Context: an optimization exercise on an open-source flow, tuned for small area, a short achievable clock period and few clock cycles. The choices shown serve that exercise and are no tape-out recipe. Only simulation tests tie the RTL to the original design; equivalence was not proved.

File: config.mk
export PLATFORM = sky130hd
export DESIGN_NAME = MAU
export DESIGN_NICKNAME = MAU
export VERILOG_FILES = /design/flow/design.v
export SDC_FILE = /design/flow/constraint.sdc
export NUM_CORES = 4
export LEC_CHECK = 0
export CAP_MARGIN = 20
export CORE_MARGIN = 2
export CORE_UTILIZATION = 40
export SLEW_MARGIN = 20
File: design.v
module FP_Input_Pipe (output logic [17:0] mantissa,
					output logic [4:0] exponent,
					output logic sign,
					input logic [15:0] FP16);
	always_comb
	begin
		mantissa = {(|FP16[14:10]), FP16[9:0], 7'd0};
		exponent = FP16[14:10];
		sign = FP16[15];
	end
endmodule
module FP_Output_Pipe (output logic [15:0] FP16,
					input logic [17:0] mantissa,
					input logic [4:0] exponent,
					input logic sign);
	logic [10:0] rounded_mantissa;
	logic round_up, overflow;
	always_comb
	begin
		round_up = mantissa[6];  
		rounded_mantissa = mantissa[16:7] + (round_up ? 10'd1 : '0);
		overflow = rounded_mantissa[10];
		FP16[15] = sign;
		FP16[14:10] = exponent + ((overflow && ~&exponent) ? 5'd1 : '0);
		FP16[9:0] = rounded_mantissa[9:0];
	end
endmodule
module IM_LZC18 (output logic [4:0] lz,
				input logic [17:0] number);
	always_comb
	begin
		lz = 5'd18;
		for (int i = 0; i < 18; i++)
			if (number[i]) lz = 5'(17 - i);
	end
endmodule
module MULT11_CS (r0, r1, a, b);
	output [21:0] r0, r1;
	input [10:0] a, b;
	wire w1;
	wire w2;
	wire w3;
	wire w4;
	wire w5;
	wire w6;
	wire w7;
	wire w8;
	wire w9;
	wire w10;
	wire w11;
	wire w12;
	wire w13;
	wire w14;
	wire w15;
	wire w16;
	wire w17;
	wire w18;
	wire w19;
	wire w20;
	wire w21;
	wire w22;
	wire w23;
	wire w24;
	wire w25;
	wire w26;
	wire w27;
	wire w28;
	wire w29;
	wire w30;
	wire w31;
	wire w32;
	wire w33;
	wire w34;
	wire w35;
	wire w36;
	wire w37;
	wire w38;
	wire w39;
	wire w40;
	wire w41;
	wire w42;
	wire w43;
	wire w44;
	wire w45;
	wire w46;
	wire w47;
	wire w48;
	wire w49;
	wire w50;
	wire w51;
	wire w52;
	wire w53;
	wire w54;
	wire w55;
	wire w56;
	wire w57;
	wire w58;
	wire w59;
	wire w60;
	wire w61;
	wire w62;
	wire w63;
	wire w64;
	wire w65;
	wire w66;
	wire w67;
	wire w68;
	wire w69;
	wire w70;
	wire w71;
	wire w72;
	wire w73;
	wire w74;
	wire w75;
	wire w76;
	wire w77;
	wire w78;
	wire w79;
	wire w80;
	wire w81;
	wire w82;
	wire w83;
	wire w84;
	wire w85;
	wire w86;
	wire w87;
	wire w88;
	wire w89;
	wire w90;
	wire w91;
	wire w92;
	wire w93;
	wire w94;
	wire w95;
	wire w96;
	wire w97;
	wire w98;
	wire w99;
	wire w100;
	wire w101;
	wire w102;
	wire w103;
	wire w104;
	wire w105;
	wire w106;
	wire w107;
	wire w108;
	wire w109;
	wire w110;
	wire w111;
	wire w112;
	wire w113;
	wire w114;
	wire w115;
	wire w116;
	wire w117;
	wire w118;
	wire w119;
	wire w120;
	wire w121;
	wire w122;
	wire w123;
	wire w124;
	wire w125;
	wire w126;
	wire w127;
	wire w128;
	wire w129;
	wire w130;
	wire w131;
	wire w132;
	wire w133;
	wire w134;
	wire w135;
	wire w136;
	wire w137;
	wire w138;
	wire w139;
	wire w140;
	wire w141;
	wire w142;
	wire w143;
	wire w144;
	wire w145;
	wire w146;
	wire w147;
	wire w148;
	wire w149;
	wire w150;
	wire w151;
	wire w152;
	wire w153;
	wire w154;
	wire w155;
	wire w156;
	wire w157;
	wire w158;
	wire w159;
	wire w160;
	wire w161;
	wire w162;
	wire w163;
	wire w164;
	wire w165;
	wire w166;
	wire w167;
	wire w168;
	wire w169;
	wire w170;
	wire w171;
	wire w172;
	wire w173;
	wire w174;
	wire w175;
	wire w176;
	wire w177;
	wire w178;
	wire w179;
	wire w180;
	assign {w2, w1} = (a[0] & b[9]) + (a[1] & b[8]);
	assign {w4, w3} = (a[0] & b[10]) + (a[1] & b[9]) + (a[2] & b[8]);
	assign {w6, w5} = (a[3] & b[7]) + (a[4] & b[6]);
	assign {w8, w7} = (a[1] & b[10]) + (a[2] & b[9]) + (a[3] & b[8]);
	assign {w10, w9} = (a[4] & b[7]) + (a[5] & b[6]);
	assign {w12, w11} = (a[2] & b[10]) + (a[3] & b[9]) + (a[4] & b[8]);
	assign {w14, w13} = (a[0] & b[6]) + (a[1] & b[5]);
	assign {w16, w15} = (a[0] & b[7]) + (a[1] & b[6]) + (a[2] & b[5]);
	assign {w18, w17} = (a[3] & b[4]) + (a[4] & b[3]);
	assign {w20, w19} = (a[0] & b[8]) + (a[1] & b[7]) + (a[2] & b[6]);
	assign {w22, w21} = (a[3] & b[5]) + (a[4] & b[4]) + (a[5] & b[3]);
	assign {w24, w23} = (a[6] & b[2]) + (a[7] & b[1]);
	assign {w26, w25} = w1 + (a[2] & b[7]) + (a[3] & b[6]);
	assign {w28, w27} = (a[4] & b[5]) + (a[5] & b[4]) + (a[6] & b[3]);
	assign {w30, w29} = (a[7] & b[2]) + (a[8] & b[1]) + (a[9] & b[0]);
	assign {w32, w31} = w2 + w3 + w5;
	assign {w34, w33} = (a[5] & b[5]) + (a[6] & b[4]) + (a[7] & b[3]);
	assign {w36, w35} = (a[8] & b[2]) + (a[9] & b[1]) + (a[10] & b[0]);
	assign {w38, w37} = w4 + w6 + w7;
	assign {w40, w39} = w9 + (a[6] & b[5]) + (a[7] & b[4]);
	assign {w42, w41} = (a[8] & b[3]) + (a[9] & b[2]) + (a[10] & b[1]);
	assign {w44, w43} = w8 + w10 + w11;
	assign {w46, w45} = (a[5] & b[7]) + (a[6] & b[6]) + (a[7] & b[5]);
	assign {w48, w47} = (a[8] & b[4]) + (a[9] & b[3]) + (a[10] & b[2]);
	assign {w50, w49} = w12 + (a[3] & b[10]) + (a[4] & b[9]);
	assign {w52, w51} = (a[5] & b[8]) + (a[6] & b[7]) + (a[7] & b[6]);
	assign {w54, w53} = (a[8] & b[5]) + (a[9] & b[4]) + (a[10] & b[3]);
	assign {w56, w55} = (a[4] & b[10]) + (a[5] & b[9]) + (a[6] & b[8]);
	assign {w58, w57} = (a[7] & b[7]) + (a[8] & b[6]) + (a[9] & b[5]);
	assign {w60, w59} = (a[5] & b[10]) + (a[6] & b[9]) + (a[7] & b[8]);
	assign {w62, w61} = (a[0] & b[4]) + (a[1] & b[3]);
	assign {w64, w63} = (a[0] & b[5]) + (a[1] & b[4]) + (a[2] & b[3]);
	assign {w66, w65} = (a[3] & b[2]) + (a[4] & b[1]);
	assign {w68, w67} = w13 + (a[2] & b[4]) + (a[3] & b[3]);
	assign {w70, w69} = (a[4] & b[2]) + (a[5] & b[1]) + (a[6] & b[0]);
	assign {w72, w71} = w14 + w15 + w17;
	assign {w74, w73} = (a[5] & b[2]) + (a[6] & b[1]) + (a[7] & b[0]);
	assign {w76, w75} = w16 + w18 + w19;
	assign {w78, w77} = w21 + w23 + (a[8] & b[0]);
	assign {w80, w79} = w20 + w22 + w24;
	assign {w82, w81} = w25 + w27 + w29;
	assign {w84, w83} = w26 + w28 + w30;
	assign {w86, w85} = w31 + w33 + w35;
	assign {w88, w87} = w32 + w34 + w36;
	assign {w90, w89} = w37 + w39 + w41;
	assign {w92, w91} = w38 + w40 + w42;
	assign {w94, w93} = w43 + w45 + w47;
	assign {w96, w95} = w44 + w46 + w48;
	assign {w98, w97} = w49 + w51 + w53;
	assign {w100, w99} = w50 + w52 + w54;
	assign {w102, w101} = w55 + w57 + (a[10] & b[4]);
	assign {w104, w103} = w56 + w58 + w59;
	assign {w106, w105} = (a[8] & b[7]) + (a[9] & b[6]) + (a[10] & b[5]);
	assign {w108, w107} = w60 + (a[6] & b[10]) + (a[7] & b[9]);
	assign {w110, w109} = (a[8] & b[8]) + (a[9] & b[7]) + (a[10] & b[6]);
	assign {w112, w111} = (a[7] & b[10]) + (a[8] & b[9]) + (a[9] & b[8]);
	assign {w114, w113} = (a[0] & b[3]) + (a[1] & b[2]);
	assign {w116, w115} = w61 + (a[2] & b[2]) + (a[3] & b[1]);
	assign {w118, w117} = w62 + w63 + w65;
	assign {w120, w119} = w64 + w66 + w67;
	assign {w122, w121} = w68 + w70 + w71;
	assign {w124, w123} = w72 + w74 + w75;
	assign {w126, w125} = w76 + w78 + w79;
	assign {w128, w127} = w80 + w82 + w83;
	assign {w130, w129} = w84 + w86 + w87;
	assign {w132, w131} = w88 + w90 + w91;
	assign {w134, w133} = w92 + w94 + w95;
	assign {w136, w135} = w96 + w98 + w99;
	assign {w138, w137} = w100 + w102 + w103;
	assign {w140, w139} = w104 + w106 + w107;
	assign {w142, w141} = w108 + w110 + w111;
	assign {w144, w143} = w112 + (a[8] & b[10]) + (a[9] & b[9]);
	assign {w146, w145} = (a[0] & b[2]) + (a[1] & b[1]);
	assign {w148, w147} = w113 + (a[2] & b[1]) + (a[3] & b[0]);
	assign {w150, w149} = w114 + w115 + (a[4] & b[0]);
	assign {w152, w151} = w116 + w117 + (a[5] & b[0]);
	assign {w154, w153} = w118 + w119 + w69;
	assign {w156, w155} = w120 + w121 + w73;
	assign {w158, w157} = w122 + w123 + w77;
	assign {w160, w159} = w124 + w125 + w81;
	assign {w162, w161} = w126 + w127 + w85;
	assign {w164, w163} = w128 + w129 + w89;
	assign {w166, w165} = w130 + w131 + w93;
	assign {w168, w167} = w132 + w133 + w97;
	assign {w170, w169} = w134 + w135 + w101;
	assign {w172, w171} = w136 + w137 + w105;
	assign {w174, w173} = w138 + w139 + w109;
	assign {w176, w175} = w140 + w141 + (a[10] & b[7]);
	assign {w178, w177} = w142 + w143 + (a[10] & b[8]);
	assign {w180, w179} = w144 + (a[9] & b[10]) + (a[10] & b[9]);
	assign r0 = {1'b0, w180, w178, w176, w174, w172, w170, w168, w166, w164, w162, w160, w158, w156, w154, w152, w150, w148, w146, w145, (a[0] & b[1]), (a[0] & b[0])};
	assign r1 = {1'b0, (a[10] & b[10]), w179, w177, w175, w173, w171, w169, w167, w165, w163, w161, w159, w157, w155, w153, w151, w149, w147, (a[2] & b[0]), (a[1] & b[0]), 1'b0};
endmodule
module MAU_Multiplier (output logic [21:0] c_r0, c_r1,
					output logic [4:0] c_exponent,
					output logic c_sign,
					input logic [15:0] a, b);
	logic [5:0] initial_exp;
	MULT11_CS mult0 (
		.r0(c_r0),
		.r1(c_r1),
		.a({(|a[14:10]), a[9:0]}),
		.b({(|b[14:10]), b[9:0]})
	);
	always_comb
	begin
		initial_exp = a[14:10] + b[14:10];
		c_exponent = (initial_exp < 6'd14) ? 5'd0 : ((initial_exp >= 6'd46) ? 5'd31 : 5'(initial_exp - 6'd14));
		c_sign = a[15] ^ b[15];
	end
endmodule
module MAU_Multiplier_Sum (output logic [17:0] c_mantissa,
					input logic [21:0] r0, r1);
	logic [21:0] product;
	always_comb
	begin
		product = r0 + r1;
		c_mantissa = product[21:4];
	end
endmodule
module MAU_Adder_Align (output logic [17:0] large_m, addend,
				output logic [4:0] large_e,
				output logic sub, large_s, small_s,
				input logic [17:0] q_mantissa, p_mantissa,
				input logic [4:0] q_exponent, p_exponent,
				input logic q_sign, p_sign,
				input logic q_large,
				input logic [4:0] diff);
	logic [17:0] small_m, value;
	always_comb
	begin
		large_m = q_large ? q_mantissa : p_mantissa;
		small_m = q_large ? p_mantissa : q_mantissa;
		large_e = q_large ? q_exponent : p_exponent;
		large_s = q_large ? q_sign : p_sign;
		small_s = q_large ? p_sign : q_sign;
		value = small_m >> diff;
		sub = large_s ^ small_s;
		addend = sub ? ~value : value;
	end
endmodule
module MAU_Adder_Add (output logic [17:0] sum,
				output logic [4:0] sh,
				output logic ovf, sign,
				input logic [17:0] large_m, addend,
				input logic [4:0] large_e,
				input logic sub, large_s, small_s);
	logic [18:0] t;
	logic [17:0] u, limit;
	always_comb
	begin
		t = {1'b0, large_m} + {1'b0, addend};
		u = large_m + addend + 18'd1;
		ovf = ~sub & t[18];
		if (~sub)
		begin
			sum = t[18] ? t[18:1] : t[17:0];
			sign = large_s;
		end
		else if (t[18])
		begin
			sum = u;                  
			sign = large_s;
		end
		else
		begin
			sum = ~t[17:0];           
			sign = small_s;
		end
	end
	assign limit = sum | (18'h20000 >> large_e);
	IM_LZC18 lzc0 (
		.lz(sh),
		.number(limit)
	);
endmodule
module MAU_Adder_Norm (output logic [17:0] c_mantissa,
				output logic [4:0] c_exponent,
				input logic [17:0] sum,
				input logic [4:0] large_e, sh,
				input logic ovf);
	always_comb
	begin
		c_mantissa = sum << sh;
		c_exponent = large_e - sh + {4'd0, ovf};
	end
endmodule
module MAU (output logic busy,
			output logic [15:0] dbs_output, dbi_output,
			input logic [15:0] data_bus_supr, data_bus_infr,
			input logic [15:0] matRAM,
			input logic start, mode, clk, reset, add_mode);
	logic [3:0] step;
	logic [15:0] hold_s, hold_i, mat;
	logic [21:0] mult_r0, mult_r1, m_r0, m_r1;
	logic [4:0] mult_e, m_e;
	logic mult_s, m_s;
	logic [17:0] p_m, q_m, sum1_m, prod_m, norm_m;
	logic [4:0] p_e, q_e, sum1_e, norm_e;
	logic p_s, q_s, sum1_s;
	logic q_large, next_q_large;
	logic [4:0] diff, next_diff;
	logic [17:0] align_large_m, align_addend, x_large_m, x_addend;
	logic [4:0] align_e, x_e;
	logic align_sub, align_large_s, align_small_s, x_sub, x_large_s, x_small_s;
	logic [17:0] add_sum, y_sum;
	logic [4:0] add_sh, y_e, y_sh;
	logic add_ovf, add_s, y_ovf, y_s;
	logic [15:0] rounded;
	logic [6:0] y_d, y_nd, y_d_ovf, d, nd;
	logic d_pos;
	logic [4:0] x_e_inc;
	assign x_e_inc = x_e + 5'd1;
	MAU_Multiplier m_mult0 (
		.c_r0(mult_r0),
		.c_r1(mult_r1),
		.c_exponent(mult_e),
		.c_sign(mult_s),
		.a(hold_s),
		.b(mat)
	);
	MAU_Multiplier_Sum m_mult1 (
		.c_mantissa(prod_m),
		.r0(m_r0),
		.r1(m_r1)
	);
	MAU_Adder_Align m_align0 (
		.large_m(align_large_m),
		.addend(align_addend),
		.large_e(align_e),
		.sub(align_sub),
		.large_s(align_large_s),
		.small_s(align_small_s),
		.q_mantissa(q_m),
		.p_mantissa(p_m),
		.q_exponent(q_e),
		.p_exponent(p_e),
		.q_sign(q_s),
		.p_sign(p_s),
		.q_large(q_large),
		.diff(diff)
	);
	MAU_Adder_Add m_add0 (
		.sum(add_sum),
		.sh(add_sh),
		.ovf(add_ovf),
		.sign(add_s),
		.large_m(x_large_m),
		.addend(x_addend),
		.large_e(x_e),
		.sub(x_sub),
		.large_s(x_large_s),
		.small_s(x_small_s)
	);
	MAU_Adder_Norm m_norm0 (
		.c_mantissa(norm_m),
		.c_exponent(norm_e),
		.sum(y_sum),
		.large_e(y_e),
		.sh(y_sh),
		.ovf(y_ovf)
	);
	FP_Output_Pipe out0 (
		.FP16(rounded),
		.mantissa(norm_m),
		.exponent(norm_e),
		.sign(y_s)
	);
	always_comb
	begin
		d = y_ovf ? y_d_ovf : (y_d + {2'd0, y_sh});
		nd = y_ovf ? -y_d_ovf : (y_nd - {2'd0, y_sh});
		d_pos = ~d[6] && (d != 7'd0);
		if (step == 4'd10)
		begin
			next_q_large = ~d_pos;
			next_diff = d_pos ? d[4:0] : nd[4:0];
		end
		else
		begin
			next_q_large = p_e > m_e;
			next_diff = (p_e > m_e) ? (p_e - m_e) : (m_e - p_e);
		end
	end
	assign busy = (step != 4'd0);
	always_ff @ (posedge clk, posedge reset)
	begin
		if (reset)
			step <= 4'd0;
		else if (step == 4'd0)
		begin
			if (start) step <= 4'd1;
		end
		else if ((step == 4'd10 && mode) || step == 4'd13)
			step <= 4'd0;
		else
			step <= step + 4'd1;
	end
	always_ff @ (posedge clk)
	begin
		mat <= matRAM;
		if (step == 4'd1 || (step == 4'd4 && ~(mode && ~add_mode)))
		begin
			hold_s <= data_bus_supr;
			hold_i <= data_bus_infr;
		end
		else if (step == 4'd2 || step == 4'd4 || step == 4'd5)
		begin
			hold_s <= hold_i;
			hold_i <= hold_s;
		end
		{m_r0, m_r1, m_e, m_s} <= {mult_r0, mult_r1, mult_e, mult_s};
		if (step == 4'd10)
			{p_m, p_e, p_s} <= {sum1_m, sum1_e, sum1_s};
		else
			{p_m, p_e, p_s} <= {prod_m, m_e, m_s};
		if (step == 4'd10)
			{q_m, q_e, q_s} <= {norm_m, norm_e, y_s};
		else
			{q_m, q_e, q_s} <= {p_m, p_e, p_s};
		q_large <= next_q_large;
		diff <= next_diff;
		{x_large_m, x_addend, x_e, x_sub, x_large_s, x_small_s} <=
			{align_large_m, align_addend, align_e, align_sub, align_large_s, align_small_s};
		{y_sum, y_e, y_sh, y_ovf, y_s} <= {add_sum, x_e, add_sh, add_ovf, add_s};
		y_d <= {2'd0, sum1_e} - {2'd0, x_e};
		y_nd <= {2'd0, x_e} - {2'd0, sum1_e};
		y_d_ovf <= {2'd0, sum1_e} - {2'd0, x_e_inc};
		if (step == 4'd7)
			{sum1_m, sum1_e, sum1_s} <= {norm_m, norm_e, y_s};
		if (step == 4'd7 || step == 4'd13)
			dbs_output <= rounded;
		if (step == 4'd10)
			dbi_output <= rounded;
	end
endmodule
File: constraint.sdc
create_clock -name core_clock -period 10.0 [get_ports {clk}]
set_input_delay 2.0000 -clock core_clock [delete_from_list [all_inputs] [get_ports {clk}]]
set_output_delay 2.0000 -clock core_clock [all_outputs]
set_load 0.01 [all_outputs]
File: run.sh
#!/bin/bash
# synth_recipe.tcl (not shown) runs the flow's synth.tcl, then flattens the netlist and writes it again
# the make line also repeats each setting of config.mk as NAME=value (left out here)
make -C /OpenROAD-flow-scripts/flow DESIGN_CONFIG=/design/flow/config.mk WORK_HOME=/design/flow/orfs CLKGATE_MAP_FILE= SYNTH_SCRIPT=/design/flow/synth_recipe.tcl finish
==> impl_metrics.json <==
{
  "ys.warnings.count": 8,
  "rsz0062_at_grt": "no",
  "cts_inserted_buffers": 35,
  "startpoint": "y_sh[0]",
  "tightest_slew_ps": 1090,
  "fin_crit_ps": 4360,
  "whs_endpoint": "m_s",
  "cp-start-kind": "register",
  "drt_wl_total_mm": 45.0,
  "maxSlewViolCount": 0,
  "fin_nets": 2138,
  "cts.repair.resized": 0,
  "synth-seq-cells": 298,
  "grt_pass1_wl_mm": 71.3,
  "wl_per_cell_um": 17.9,
  "clockBufferDepth": 3,
  "hold_path_class": "register to register",
  "maxCapViolCount": 0,
  "layout_common_cells": "205 x dfxtp_1, 173 x inv_1, 156 x nand2_1",
  "gr-total-overflow": 0,
  "r2r_start": "y_sh[0]",
  "numClockSinks": 298,
  "endpoint_kind": "register",
  "ant_nets": 0,
  "hold_ws_ps": 423,
  "place_ws_ps": 5700,
  "gp_congestion": 0.898,
  "first_iter_violations": 699,
  "hold_depth": 1,
  "slew-limit-headroom_pct": 27.3,
  "synth_flop_cell": "dfxtp_1",
  "worst_ep_required_time_ps": 10270,
  "ctsRootBufferMaster": "clkbuf_16",
  "synth_edf_count": 88,
  "clkLatencyLatePin_ps": 550,
  "worstReg2RegEnd": "dbi_output[14]",
  "status": "complete, no violations",
  "ys_types": 85,
  "grt_util_all_layers_pct": 18.9,
  "avgSynthCellArea_um2": 10.0,
  "synth.largest_area_cell": "dfxtp_1",
  "hp-start": "mat[15]",
  "synth_nets": 2099,
  "async_flop_share_pct": 1.34,
  "final_common_cell": "dfxtp_1",
  "crit_slowest_cell": "dfxtp_1",
  "via_count": 13200,
  "postCtsHoldBufs": 0,
  "netlist_area_um2": 18500,
  "grt_max_degree": 72,
  "htreeDepth": 2,
  "crit_top_cell": "ha_1",
  "hold_viol_final": 0,
  "tns_ps": 0,
  "avgViaCountPerCell": 5.25,
  "n_antenna_cell": 0,
  "arrival_ps": 4630,
  "worst_slack_ps": 5640,
  "final_cells": 2512,
  "fp.dieW_um": 219,
  "fillers": 4340,
  "rows": 78,
  "path_cells": "inv_1 > a21oi_1 > a21oi_1 > nor2_1 > ha_1 > ha_1 > nand3_1 > or3_1 > nor3_2 > o2111a_1 > ha_1 > ha_1 > nand3_1 > xnor2_1",
  "fmax_mhz": 230,
  "grt_pass1_vias": 13100,
  "dp.final_hpwl_mm": 34.4,
  "io_buffers": 85,
  "max_stage_delay_ps": 980,
  "skew_ps": 30.9,
  "fp.dieH_um": 219,
  "yosysTopAreaCellShare_pct": 22.3,
  "syn_to_final_growth_pct": 13.2,
  "cp_max_fo": 24,
  "route.detailed.drc": 0,
  "synth-seq-area-share_pct": 37.1,
  "dp.cells": 2448,
  "fin_crit_sh_pct": 43.6,
  "utilization_pct": 46.1,
  "synth_area_leaders": "dfxtp_1 22%, edfxtp_1 14%, fa_1 9.8%, ha_1 7.4%, mux2_2 4.0%",
  "clkSlewWorstSetupHoldPaths_ps": 60,
  "path_class": "register to register",
  "post_cts_buffers": 0,
  "dieArea_um2": 48000,
  "start_util_pct": 40.7,
  "setup_violations": 0,
  "reg2reg_depth": 14,
  "core-area_um2": 45500,
  "cts_tree": "built",
  "io-pin-count": 86,
  "antenna_found_initial": 0,
  "syn_inst": 1846,
  "drive_gt1_share_pct": 10.0,
  "r2r_setup_slack_ps": 5640,
  "drt-pass1-iter-count": 5
}
## synthesized netlist by cell type, drive strengths merged, types with 26 or more instances
library cell,n
nor3,35
nor2,97
nand2,156
xnor2,74
buf,32
clkbuf,61
fa,91
ha,109
a21oi,102
nor2b,31
inv,178
xor2,38
a21o,26
o21ai,84
mux2i,45
edfxtp,88
mux2,69
and2,101
dfxtp,206
## kinds of logic (layout without fill, tap and decap cells)
kind of cell	after synthesis	in the layout	synth area share (%)
muxes	138	138	9.57
and+or+nand+nor	498	498	13.3
DFF	298	298	37.1
adders and majority gates	200	200	17.2
AOI/OAI and AO/OA	327	327	11.6
buffers and inverters	273	339	5.91
xor gates and xnor gates	112	112	5.30
## through the flow
step                cell area [um^2]
floorplan                      18500
CTS                            21000
finish                         21000
global route                   21000
detailed placement             19800
global placement               19800
## critical path, delay by kind of cell (launching register included)
| kind | cells | cell delay (ps) |
|---|---|---|
| AO/OA/AOI/OAI | 3 | 690 |
| AND/OR/NAND/NOR | 5 | 1160 |
| flip-flops | 1 | 980 |
| XOR/XNOR | 1 | 170 |
| adder cells (fa/ha/maj) | 4 | 770 |
| buffers and inverters | 1 | 310 |
## registers in the layout, indices dropped and copies added, names as in the netlist, 6 cells and up
| signal | count |
|---|---|
| dbi_output | 16 |
| dbs_output | 16 |
| hold_i | 16 |
| hold_s | 16 |
| m_mult1.r1 | 20 |
| m_r0 | 20 |
| mat | 16 |
| p_m | 18 |
| q_m | 18 |
| sum1_m | 18 |
| x_addend | 18 |
| x_large_m | 18 |
| y_d_ovf | 6 |
| y_sum | 18 |
## layer usage
metal / share of wire [%] / global-route usage, % / vias to the layer above
li1: - / - / 6347
met1: 46 / 26.1 / 6414
met2: 46 / 30.2 / 337
met3: 5.3 / 3.09 / 79
met4: 2.8 / 6.15 / 0
met5: 0 / 0 / -
## final cells by class
| class | count | area, um^2 | area share [%] |
|---|---|---|---|
| Timing Repair Buffer | 95 | 926 | 4.42 |
| Sequential cell | 298 | 6870 | 32.8 |
| Clock buffer | 48 | 965 | 4.60 |
| Multi-Input combinational cell | 1275 | 10600 | 50.5 |
| Tap cell | 600 | 751 | 3.58 |
| Inverter | 180 | 676 | 3.22 |
| Clock inverter | 16 | 194 | 0.926 |
## how the worst max path moves through the flow
stage	slack, ps	cells past startpoint	end
after CTS	5670	14	dbs_output[14]
final	5640	14	dbi_output[14]
after floorplan	6470	14	dbi_output[12]
after global routing	5400	14	dbs_output[14]
after global placement	5770	14	dbi_output[14]
after detailed placement	5700	14	dbi_output[14]
Testbench counts, summed over its fixed seeds: cycles 40,000.

==> static timing again, ports no longer ideal <==
No port has a modelled driver above. Below, the same layout with a new extraction and two added sets of constraints. Step 1, drivers: a clkbuf_16 drives clk and a buf_2 each remaining input, both assumed. Step 2 adds t to the input delays and takes it off the output delays; t is the mean of the earliest and latest rising clock arrival at the registers after step 1. Input paths then give back, and output paths get back, about the clock's delay inside the block. Three values: no drivers, after step 1, after step 2; two values: the first two.
t, ns: 0.585
setup slack, ns: 5.644 / 5.644 / 5.644
hold slack, ns: 0.423 / 0.423 / 0.423
clock arrival spread, ns: 0.033 / 0.033
cell pins on the clock port's net: 1
After both steps this run still meets setup and hold. The setup slack of this run moves by 0.000 ns with the drivers and by 0.000 ns with both steps.
